Background: an optimization exercise with open tools, aiming at small area and a short achievable clock period. Do not read the settings as production practice. Only simulation tests tie the RTL to the original design; equivalence was not proved. Power is estimated from default activity; no workload was simulated.

== job 1525 ==
// matrix_multiplier
module matrix_multiplier #(
  parameter int DATA_WIDTH = 8,
  parameter int A_ROWS = 2,
  parameter int B_COLUMNS = 2,
  parameter int A_COLUMNS_B_ROWS = 2,
  parameter int C_DATA_WIDTH = (2 * DATA_WIDTH) + $clog2(A_COLUMNS_B_ROWS)
) (
  input                           clk_i,
  input                           reset_i,
  input                           valid_i,
  output logic                    valid_o,
  input        [A_ROWS * A_COLUMNS_B_ROWS * DATA_WIDTH-1:0]   a_i,
  input        [A_COLUMNS_B_ROWS * B_COLUMNS * DATA_WIDTH-1:0] b_i,
  output logic [A_ROWS * B_COLUMNS * C_DATA_WIDTH-1:0]         c_o
);
  logic [31:0] a_q, b_q;
  wire pp0_1, pp0_2, pp0_3, pp0_4, pp0_5, pp0_6, pp0_7, pp0_8, pp0_9, pp0_10, pp0_11, pp0_12, pp0_13, pp0_14, pp0_15, pp0_16;
  wire pp0_17, pp0_18, pp0_19, pp0_20, pp0_21, pp0_22, pp0_23, pp0_24, pp0_25, pp0_26, pp0_27, pp0_28, pp0_29, pp0_30, pp0_31, pp0_32;
  wire pp0_33, pp0_34, pp0_35, pp0_36, pp0_37, pp0_38, pp0_39, pp0_40, pp0_41, pp0_42, pp0_43, pp0_44, pp0_45, pp0_46, pp0_47, pp0_48;
  wire pp0_49, pp0_50, pp0_51, pp0_52, pp0_53, pp0_54, pp0_55, pp0_56, pp0_57, pp0_58, pp0_59, pp0_60, pp0_61, pp0_62, pp0_63, pp0_64;
  ...
For scale: about 1700 cells after synthesis, about 430 flip-flops, about 140 I/O pins, about 21000 µm² of cells after synthesis.
Settings: LEC_CHECK=0, ABC_CLOCK_PERIOD_IN_PS=2400, CAP_MARGIN=20, CORE_MARGIN=2, CORE_UTILIZATION=40, SETUP_SLACK_MARGIN=4.4, SLEW_MARGIN=20, SYNTH_HIERARCHICAL=1; clock period 6.8 ns.
standard.sh (not shown) runs the stock make flow with config.mk's settings and CLKGATE_MAP_FILE= SYNTH_SCRIPT=/design/flow/synth_recipe.tcl, a recipe that flattens the netlist after the stock synthesis.
==> flow/flow/run.sh <==
#!/bin/bash
# Own flow: the standard layout (standard.sh), with the ports buffered by
# plain buf_1 cells instead of the delay-buffer cell buffer_ports picks itself
# (every input and output port still gets its own buffer), and a clock tree
# built without dummy loads, with clusters of up to 14 registers within 60 um, each driven by a clkbuf_8.
set -euo pipefail
export BUFFER_PORTS_ARGS="-buffer_cell sky130_fd_sc_hd__buf_1"
export CTS_ARGS="-sink_clustering_enable -repair_clock_nets -dont_use_dummy_load -sink_clustering_buffer sky130_fd_sc_hd__clkbuf_8 -sink_clustering_size 14 -sink_clustering_max_diameter 60"
bash standard.sh > standard.log 2>&1
Relative to job 1525, the following input files were edited for job 7152:
# job 1525
export LEC_CHECK = 0
export ABC_CLOCK_PERIOD_IN_PS = 2400
export CAP_MARGIN = 20
export CORE_MARGIN = 2
export CORE_UTILIZATION = 40
export SETUP_SLACK_MARGIN = 4.4
export SLEW_MARGIN = 20
export SYNTH_HIERARCHICAL = 1
create_clock -name core_clock -period 6.8 [get_ports {clk_i}]
# job 7152
export LEC_CHECK = 0
export ABC_CLOCK_PERIOD_IN_PS = 2400
export CAP_MARGIN = 20
export CORE_MARGIN = 2
export CORE_UTILIZATION = 55
export PLACE_DENSITY = 0.7
export SETUP_SLACK_MARGIN = 4.4
export SLEW_MARGIN = 20
export SYNTH_HIERARCHICAL = 1
create_clock -name core_clock -period 6.8 [get_ports {clk_i}]
==> flow/flow/run.sh <==
#!/bin/bash
# Own flow: the standard layout (standard.sh), with the ports buffered by
# plain buf_1 cells instead of the delay-buffer cell buffer_ports picks itself
# (every input and output port still gets its own buffer), and a clock tree
# built without dummy loads, with clusters of up to 14 registers, each driven by a clkbuf_8.
set -euo pipefail
export BUFFER_PORTS_ARGS="-buffer_cell sky130_fd_sc_hd__buf_1"
export CTS_ARGS="-sink_clustering_enable -repair_clock_nets -dont_use_dummy_load -sink_clustering_buffer sky130_fd_sc_hd__clkbuf_8 -sink_clustering_size 14 -sink_clustering_max_diameter 80"
bash standard.sh > standard.log 2>&1
Findings:
Clock-pin transition on the worst setup and hold timing paths essentially unchanged between job 7152 and job 1525. Comparing detailed-route wire length per cell for job 1525 and job 7152, the smaller number came from job 1525. Job 7152 vs job 1525: count of clock buffers in the final design down in job 7152. Register-to-register path setup slack essentially unchanged between job 7152 and job 1525.
The inputs of job 878 differ from those of job 7152 as listed below.
# job 7152
export LEC_CHECK = 0
export ABC_CLOCK_PERIOD_IN_PS = 2400
export CAP_MARGIN = 20
export CORE_MARGIN = 2
export CORE_UTILIZATION = 55
export PLACE_DENSITY = 0.7
export SETUP_SLACK_MARGIN = 4.4
export SLEW_MARGIN = 20
export SYNTH_HIERARCHICAL = 1
create_clock -name core_clock -period 6.8 [get_ports {clk_i}]
# job 878
export LEC_CHECK = 0
export ABC_CLOCK_PERIOD_IN_PS = 2400
export CAP_MARGIN = 20
export CORE_MARGIN = 2
export CORE_UTILIZATION = 40
export SETUP_SLACK_MARGIN = 4.4
export SLEW_MARGIN = 20
export SYNTH_HIERARCHICAL = 1
create_clock -name core_clock -period 6.8 [get_ports {clk_i}]
==> flow/flow/run.sh <==
#!/bin/bash
# Own flow: the standard layout (standard.sh), with the ports buffered by
# plain buf_1 cells instead of the delay-buffer cell buffer_ports picks itself
# (every input and output port still gets its own buffer), and a clock tree
# built without dummy loads (same clustering as the standard flow).
set -euo pipefail
export BUFFER_PORTS_ARGS="-buffer_cell sky130_fd_sc_hd__buf_1"
export CTS_ARGS="-sink_clustering_enable -repair_clock_nets -dont_use_dummy_load"
bash standard.sh > standard.log 2>&1
Results
Job 878 was carried through to the last stage, and its layout satisfied the timing, DRC and antenna checks. Diff job 7152 -> job 878 | final critical-path share of the clock period | increase of 0.32 points. Job 878 vs job 7152, cell type of the slowest stage on the worst timing path: dfxtp_2 vs dfxtp_1. Re worst setup slack before clock tree synthesis: job 7152 was higher than job 878. Delta (job 878 minus job 7152): final critical-path required period has increased; CTS buffer count has increased; overall global routing resource usage has decreased. Relative to job 7152, sequential cell area in the final layout has increased by 35 µm² in job 878. Job 878 vs job 7152, count of clock-buffer cells in the layout went up by about 24%.
The inputs of job 3735 differ from those of job 878 as listed below.
==> flow/flow/run.sh <==
#!/bin/bash
# Own flow: the standard layout (standard.sh), with the ports buffered by
# plain buf_1 cells instead of the delay-buffer cell buffer_ports picks itself
# (every input and output port still gets its own buffer), and a clock tree
# built without dummy loads and with clkbuf_8 leaf buffers.
set -euo pipefail
export BUFFER_PORTS_ARGS="-buffer_cell sky130_fd_sc_hd__buf_1"
export CTS_ARGS="-sink_clustering_enable -repair_clock_nets -dont_use_dummy_load -sink_clustering_buffer sky130_fd_sc_hd__clkbuf_8"
bash standard.sh > standard.log 2>&1
Switching portion of total power came out higher on job 3735 than on job 878. Looking only at clock power, and setting everything else aside, the lower value of job 3735 and job 878 goes to job 3735. In the tables for job 3735 and job 878, setup slack of the critical path after layout reads higher with job 3735. Delta (job 3735 minus job 878): data arrival time of the critical path now sits higher; non-clock buffer count went up; wire length on met1 went up. Summary — delay of the slowest cell on the worst path, job 3735 relative to job 878: higher, by 0.27 ns.

[afterwards: timing with drivers on the ports]
How much do the figures lean on ideal ports? The routed layouts below were timed once more, with nothing changed but the port constraints. Step 1 (the two cells are an assumption about what drives the block):
set clk [get_ports {clk_i}]
set_driving_cell -lib_cell sky130_fd_sc_hd__clkbuf_16 $clk
set_driving_cell -lib_cell sky130_fd_sc_hd__buf_2 [delete_from_list [all_inputs] $clk]
Step 2, shift: input delay + t, output delay - t, t = (earliest + latest rising clock arrival at the registers) / 2. This alone moves slack from input paths to output paths. Three values: no drivers, after step 1, after step 2; two values: the first two.
run | shift t [ns] | slack for setup (ns) | hold slack, ns | latest minus earliest clock arrival (ns) | worst slew at a driven data input, ns
job 1525 | 0.573 | 4.443 / 4.399 / 4.443 | 0.323 / 0.323 / 0.323 | 0.056 / 0.056 | 0.04
job 7152 | 0.551 | 4.451 / 4.400 / 4.454 | 0.302 / 0.302 / 0.302 | 0.062 / 0.063 | 0.04
job 878 | 0.609 | 4.429 / 4.380 / 4.445 | 0.319 / 0.319 / 0.319 | 0.047 / 0.047 | 0.05
job 3735 | 0.583 | 4.444 / 4.398 / 4.444 | 0.322 / 0.322 / 0.322 | 0.041 / 0.041 | 0.04
After both steps every run listed still meets setup and hold.
